This is an optimization exercise on Yosys and OpenROAD, whose aim is small area, a short achievable clock period and few clock cycles, not a production implementation. Only simulation tests tie the RTL to the original design; equivalence was not proved. No activity file was given, so power comes from the tool's default toggle rates.

// cpu
module cpu(
        input Clk,
        input Reset_N,
        output i_readM,
        output i_writeM,
        output [15:0] i_address,
        input [15:0] i_data,
        output d_readM,
        output d_writeM,
        output [15:0] d_address,
        input [15:0] d_data_in,
        output [15:0] d_data_out,
        output reg [15:0] num_inst,
        output reg [15:0] output_port,
        output is_halted
);
For scale: about 1300 cells after synthesis, roughly 190 flip-flops, ~120 I/O pins, ~0.011 mm2 of cells after synthesis.
clock: 12.0 ns
lec_check: 0
abc_clock_period_in_ps: 1500
cap_margin: 20
core_margin: 2
core_utilization: 40
slew_margin: 20
standard.sh (not shown) runs the stock make flow with config.mk's settings and CLKGATE_MAP_FILE= SYNTH_SCRIPT=/design/flow/synth_recipe.tcl, a recipe that flattens the netlist after the stock synthesis.
==> flow/flow/run.sh <==
#!/bin/bash
# The standard layout (the standard.sh: ORFS from synthesis to the final
# layout, with config.mk's settings), with two changes:
#  - every repair_timing step aims at a setup slack of 8.5 ns at the design's
#    clock period, so gate sizing and buffering work on the paths that set the
#    period the design achieves;
#  - the port buffers that buffer_ports puts on every input and output are
#    buf_1 cells (resized later as timing needs) instead of the delay-buffer
#    cells it picks by default.
# The SDC, the clock period and the synthesis are the standard ones.
# make's output goes to standard_flow.log; each ORFS step writes its own log
# under orfs/logs/.
set -euo pipefail
bash standard.sh SETUP_SLACK_MARGIN=8.5 "BUFFER_PORTS_ARGS=-buffer_cell sky130_fd_sc_hd__buf_1" finish > standard_flow.log 2>&1
The baseline finished clean.
Testbench counts at the start, summed over its fixed seeds: cycles 38,905.
Next try:
--- a/flow/flow/run.sh
+++ b/flow/flow/run.sh
@@ -4 +4 @@
-#  - every repair_timing step aims at a setup slack of 8.5 ns at the design's
+#  - every repair_timing step aims at a setup slack of 8.0 ns at the design's
@@ -14 +14 @@
-bash standard.sh SETUP_SLACK_MARGIN=8.5 "BUFFER_PORTS_ARGS=-buffer_cell sky130_fd_sc_hd__buf_1" finish > standard_flow.log 2>&1
+bash standard.sh SETUP_SLACK_MARGIN=8.0 "BUFFER_PORTS_ARGS=-buffer_cell sky130_fd_sc_hd__buf_1" finish > standard_flow.log 2>&1
- CTS_BUF_LIST: not set -> sky130_fd_sc_hd__clkbuf_8
The changed run finished with timing, DRC and antenna clean.
Cell area falls by 6.1%.
Non-clock buffer count came out lower by 38.
Area after synthesis does not change.
Sequential share of layout area rose by 1.9 points.
Global-route usage came out lower by 0.55 points.
Power shrinks by 6.9%.
Maximum frequency falls by 0.91%.
Count of clock-buffer cells in the layout stays the same.
Setup slack got worse by 36 ps.
Utilization came out lower by 2.9 points.

---

Setup of job 3590:
Another version of the RTL of cpu (not shown whole).
Size in the first run: about 1,200 cells after synthesis, about 190 flip-flops, roughly 120 I/O pins, roughly 0.011 mm^2 of cells after synthesis.
==> flow/config.mk <==
export PLATFORM = sky130hd
export DESIGN_NAME = cpu
export DESIGN_NICKNAME = cpu
export VERILOG_FILES = /design/flow/design.v
export SDC_FILE = /design/flow/constraint.sdc
export NUM_CORES = 4
export LEC_CHECK = 0
export ABC_CLOCK_PERIOD_IN_PS = 1500
export CAP_MARGIN = 20
export CORE_MARGIN = 2
export CORE_UTILIZATION = 65
export CTS_BUF_LIST = sky130_fd_sc_hd__clkbuf_8
export SLEW_MARGIN = 20
==> flow/constraint.sdc <==
create_clock -name core_clock -period 12.0 [get_ports {Clk}]
set_input_delay 2.4000 -clock core_clock [delete_from_list [all_inputs] [get_ports {Clk}]]
set_output_delay 2.4000 -clock core_clock [all_outputs]
set_load 0.01 [all_outputs]
==> flow/flow/run.sh <==
#!/bin/bash
# The standard layout (the standard.sh: ORFS from synthesis to the final
# layout, with config.mk's settings), with two changes:
#  - every repair_timing step aims at a setup slack of 8.0 ns at the design's
#    clock period, so gate sizing and buffering work on the paths that set the
#    period the design achieves;
#  - the port buffers that buffer_ports puts on every input and output are
#    buf_1 cells (resized later as timing needs) instead of the delay-buffer
#    cells it picks by default.
# The SDC, the clock period and the synthesis are the standard ones.
# make's output goes to standard_flow.log; each ORFS step writes its own log
# under orfs/logs/.
set -euo pipefail
bash standard.sh SETUP_SLACK_MARGIN=8.0 "BUFFER_PORTS_ARGS=-buffer_cell sky130_fd_sc_hd__buf_1" finish > standard_flow.log 2>&1
Job 3590 ran to completion and came out clean on the timing, design-rule and antenna checks.
Testbench counts of job 3590, summed over its fixed seeds: cycles 38,905.
For job 4562, these inputs were changed with respect to job 3590:
# job 3590
export LEC_CHECK = 0
export ABC_CLOCK_PERIOD_IN_PS = 1500
export CAP_MARGIN = 20
export CORE_MARGIN = 2
export CORE_UTILIZATION = 65
export CTS_BUF_LIST = sky130_fd_sc_hd__clkbuf_8
export SLEW_MARGIN = 20
create_clock -name core_clock -period 12.0 [get_ports {Clk}]
# job 4562
export LEC_CHECK = 0
export ABC_CLOCK_PERIOD_IN_PS = 1500
export CAP_MARGIN = 20
export CORE_MARGIN = 2
export CORE_UTILIZATION = 40
export CTS_BUF_LIST = sky130_fd_sc_hd__clkbuf_8
export SLEW_MARGIN = 20
create_clock -name core_clock -period 12.0 [get_ports {Clk}]
==> comparison <==
Initial standard-cell utilization of the core: job 4562 < job 3590
Going from job 3590 to job 4562, non-clock inverter count in the final layout has remained practically unchanged, final cell count has increased, fraction of cell area in non-clock buffers has remained practically unchanged, switching share of total power has decreased, global routing met2 resource utilization has decreased.
Summary of job 4562 over job 3590: worst slew margin relative to its limit climbed 11 points; final instance area climbed 2.0%; total number of vias dropped 2.9%; part of the total power dissipated in combinational logic dropped 0.4 points.
Modified inputs, job 8528 compared to job 4562
# job 4562
export LEC_CHECK = 0
export ABC_CLOCK_PERIOD_IN_PS = 1500
export CAP_MARGIN = 20
export CORE_MARGIN = 2
export CORE_UTILIZATION = 40
export CTS_BUF_LIST = sky130_fd_sc_hd__clkbuf_8
export SLEW_MARGIN = 20
create_clock -name core_clock -period 12.0 [get_ports {Clk}]
# job 8528
export LEC_CHECK = 0
export ABC_CLOCK_PERIOD_IN_PS = 1500
export CAP_MARGIN = 20
export CORE_MARGIN = 2
export CORE_UTILIZATION = 55
export SLEW_MARGIN = 20
create_clock -name core_clock -period 12.0 [get_ports {Clk}]
==> comparison <==
Routing usage on met3: job 8528 > job 4562. [job 8528] final setup slack of the worst path fell 17 ps relative to job 4562. Taking job 4562 as the reference, in job 8528 number of instances on the worst hold path level; global-route wire length before repair moved down; total via count after detailed routing moved up. Diff job 4562 -> job 8528: data required time of the worst path down 70 ps, final area climbed about 0.9%, total power increased about 9%, relative contribution of the clock network to total power has increased, portion of total power attributed to combinational logic -2.3 points. For the layout overhead on the synthesized area, job 8528 came in 0.99 points higher than job 4562 did.

==> port drivers added, routing unchanged <==
Ports are ideal in the flow. The routed layouts listed here were re-timed in OpenROAD.
Step 1: set_driving_cell puts a clkbuf_16 on Clk and a buf_2 on each other input, an assumption about the parent block.
Step 2, shift: input delay + t, output delay - t, t = (earliest + latest rising clock arrival at the registers) / 2. This alone moves slack from input paths to output paths.
Slacks: no drivers / after step 1 / after step 2; pairs: no drivers / after step 1.
run | t, ns | setup slack, ns | worst hold slack (ns) | latest minus earliest clock arrival (ns)
the first run of note 1 | 0.492 | 8.077 / 8.089 / 7.597 | 0.507 / 0.507 / 0.507 | 0.015 / 0.015
the second run of note 1 | 0.532 | 8.041 / 8.051 / 7.519 | 0.525 / 0.525 / 0.525 | 0.026 / 0.026
job 3590 | 0.508 | 7.967 / 7.972 / 7.463 | 0.524 / 0.524 / 0.524 | 0.024 / 0.023
job 4562 | 0.533 | 8.006 / 8.016 / 7.483 | 0.532 / 0.532 / 0.532 | 0.028 / 0.028
job 8528 | 0.484 | 7.989 / 8.003 / 7.519 | 0.524 / 0.524 / 0.524 | 0.029 / 0.030
After both steps every run listed still meets setup and hold. The setup slack of job 4562, which loses most, moves by +0.010 ns with the drivers and by -0.523 ns with both steps.
